Background: an optimization exercise with open tools, aiming at small area and a short achievable clock period. Do not read the settings as production practice.
Function was checked by simulation only, so behaviour that the tests miss may differ from the original.
Power figures rest on the tool's default switching activity, not on a simulated workload.

## try-nickel
Design ALU_TOP, start of the top module:
module ALU_TOP #(parameter inWidth = 8,
                 parameter outWidth = 16)
(
    input wire [inWidth-1 : 0] A,B,
    input wire [3:0] ALU_FUN,
    input CLK, RST,
    output reg Arith_Enable,Logic_Enable,CMP_Enable,Shift_Enable,
    output wire [outWidth-1:0] Arith_OUT,
    output reg Carry_OUT,Arith_Flag,
    output wire [outWidth-1:0] Logic_OUT,
    output reg Logic_Flag,
    output wire [4-1:0] CMP_OUT,
    output reg CMP_Flag,
    output wire [outWidth-1:0] SHIFT_OUT,
    output reg SHIFT_Flag
);
    wire [1:0] op = ALU_FUN[1:0];
    wire       sub = ~Arith_Enable | op[0];
    wire [8:0] s;
    ADDSUB8 u_addsub (.A(A), .B(B), .sub(sub), .s(s));
    wire borrow = ~s[8];
    wire [15:0] prod;
    MUL8 u_mul (.A(A), .B(B), .P(prod));
    wire [7:0] quo;
    DIV8 u_div (.A(A), .B(B), .Q(quo));
    wire bz = ~|B;
    reg [8:0] arith_lo;    
    reg [6:0] arith_hi;    
    always @* begin
        case (op)
            2'b00: begin arith_lo = s;               arith_hi = 7'd0;         end
            2'b01: begin arith_lo = {borrow, s[7:0]}; arith_hi = {7{borrow}}; end
            2'b10: begin arith_lo = prod[8:0];       arith_hi = prod[15:9];   end
            default: begin arith_lo = {bz, quo};     arith_hi = {7{bz}};      end
        endcase
    end
    reg [15:0] arith_q;
    always @(posedge CLK or negedge RST) begin
        if (!RST) begin
            arith_q   <= 16'd0;
            Carry_OUT <= 1'b0;
        end else if (Arith_Enable) begin
            arith_q   <= {arith_hi, arith_lo};
            Carry_OUT <= (op == 2'b00) & s[8];
        end
    end
    assign Arith_OUT = arith_q;
    reg [7:0] logic_lo;
    reg       logic_hi;
    wire [7:0] lres = (op[0] ? (A | B) : (A & B)) ^ {8{op[1]}};
    always @(posedge CLK or negedge RST) begin
        if (!RST) begin
            logic_lo <= 8'd0;
            logic_hi <= 1'b0;
        end else if (Logic_Enable) begin
            logic_lo <= lres;
            logic_hi <= op[1];
        end
    end
    assign Logic_OUT = {{8{logic_hi}}, logic_lo};
    reg [1:0] cmp_q;
    wire ge = s[8];
    wire eq = ~|s[7:0];
    wire gt = ge & ~eq;
    wire lt = ~ge;
    always @(posedge CLK or negedge RST) begin
        if (!RST)
            cmp_q <= 2'd0;
        else if (CMP_Enable) begin
  ...
==> flow/config.mk <==
export PLATFORM = sky130hd
export DESIGN_NAME = ALU_TOP
export DESIGN_NICKNAME = ALU_TOP
export VERILOG_FILES = /design/flow/design.v
export SDC_FILE = /design/flow/constraint.sdc
export NUM_CORES = 4
export LEC_CHECK = 0
export ABC_AREA = 1
export CAP_MARGIN = 20
export CORE_AREA = 10 10 170 170
export CTS_BUF_LIST = sky130_fd_sc_hd__clkbuf_2 sky130_fd_sc_hd__clkbuf_4 sky130_fd_sc_hd__clkbuf_8
export DIE_AREA = 0 0 180 180
export GPL_TIMING_DRIVEN = 0
export SLEW_MARGIN = 20
==> flow/constraint.sdc <==
create_clock -name core_clock -period 32.0 [get_ports {CLK}]
set_input_delay 6.4000 -clock core_clock [delete_from_list [all_inputs] [get_ports {CLK}]]
set_output_delay 6.4000 -clock core_clock [all_outputs]
set_load 0.01 [all_outputs]
standard.sh (not shown) runs the stock make flow with config.mk's settings and CLKGATE_MAP_FILE= SYNTH_SCRIPT=/design/flow/synth_recipe.tcl, a recipe that flattens the netlist after the stock synthesis.
==> flow/flow/run.sh <==
#!/bin/bash
set -euo pipefail
here=$(cd "$(dirname "$0")" && pwd)
bash standard.sh ADDER_MAP_FILE= "SYNTH_SCRIPT=$here/synth.tcl" \
  "BUFFER_PORTS_ARGS=-buffer_cell sky130_fd_sc_hd__buf_1" finish > flow_make.log 2>&1
==> flow/flow/abc.script <==
strash
&get -n
&deepsyn -T 20
&put
dch
map -B 0.9
topo
stime -c
buffer -c
upsize -c
dnsize -c
==> flow/flow/synth.tcl <==
proc synth {args} { yosys synth -nofsm -noshare {*}$args }
set ::flow_abc_script [file join [file dirname [file normalize [info script]]] abc.script]
proc abc {args} {
  set i [lsearch -exact $args -script]
  if {$i >= 0} {
    lset args [expr {$i + 1}] $::flow_abc_script
  }
  yosys abc {*}$args
}
source $::env(SCRIPTS_DIR)/synth.tcl
# left out here: clear keep_hierarchy, flatten, clean up, hide names made inside functions, write 1_2_yosys.v
Having completed the whole flow, try-nickel delivered a layout that passed the timing, design-rule and antenna checks.
What try-sierra does differently from try-nickel at the input level:
Settings: CORE_MARGIN: unset -> 2; GPL_TIMING_DRIVEN: 0 -> unset; PLACE_DENSITY: unset -> 0.9; DIE_AREA: 0 0 180 180 -> unset; CORE_UTILIZATION: unset -> 70; CORE_AREA: 10 10 170 170 -> unset.
[summary]
Summary of the comparison: final critical-path share of the clock period is higher in try-sierra, relative to try-nickel. buf_1 as the cell at the slowest stage of the critical path was reported by try-sierra, and nor2_2 by try-nickel. try-sierra against try-nickel: total wirelength of the detailed-routed design dropped about 13%, cts-stage hold buffer count has remained practically unchanged, count of fill cells added during filler insertion has decreased, clock period minus worst slack increased 0.15 ns, final estimated routing congestion in global placement +about 13%. Of the two candidates, try-nickel has the better pre-CTS worst setup slack and try-sierra the worse one.
What try-cedar does differently from try-sierra at the input level:
Settings: an added DIE_AREA of 0 0 180 180; an added CORE_AREA of 10 10 170 170; a deleted CORE_MARGIN that had been 2; a deleted CORE_UTILIZATION that had been 70; a deleted PLACE_DENSITY that had been 0.9.
==> flow/flow/run.sh <==
#!/bin/bash
set -euo pipefail
here=$(cd "$(dirname "$0")" && pwd)
bash standard.sh ADDER_MAP_FILE= "SYNTH_SCRIPT=$here/synth.tcl" \
  "BUFFER_PORTS_ARGS=-buffer_cell sky130_fd_sc_hd__buf_1" ABC_LOAD_IN_FF=12 finish > flow_make.log 2>&1
### Flow results
- Sort try-cedar and try-sierra by cell count of the worst reg-to-reg path desc -> top: try-cedar
- [compare] base=try-sierra new=try-cedar: post-CTS clock slew at the launch and capture registers of the worst setup and hold paths level; fraction of the mapped netlist area in adder cells flat; clock power shows an increase of about 18%; post-layout net count held steady; shortest period the worst path allows moved down.

## what the ideal ports hide
How much do the figures lean on ideal ports? The routed layouts below were timed once more, with nothing changed but the port constraints. Step 1: set_driving_cell puts a clkbuf_16 on CLK and a buf_2 on each other input, an assumption about the parent block. Step 2 moves the port delays by t, midway between the first and last clock arrival at a register: inputs arrive t later, outputs are due t later. That takes back most of the time a late clock gives input paths. Three values: ideal ports, drivers, drivers and shift; two values: the first two.
run | t (ns) | setup WS [ns] | latest minus earliest clock arrival (ns)
try-nickel | 0.331 | 21.876 / 21.880 / 21.549 | 0.017 / 0.016
try-sierra | 0.333 | 21.722 / 21.723 / 21.390 | 0.004 / 0.004
try-cedar | 0.327 | 21.838 / 21.807 / 21.480 | 0.018 / 0.018
After both steps every run listed still meets setup and hold. For try-cedar, which loses most, drivers alone change the setup slack by -0.031 ns; drivers and shift together by -0.358 ns.
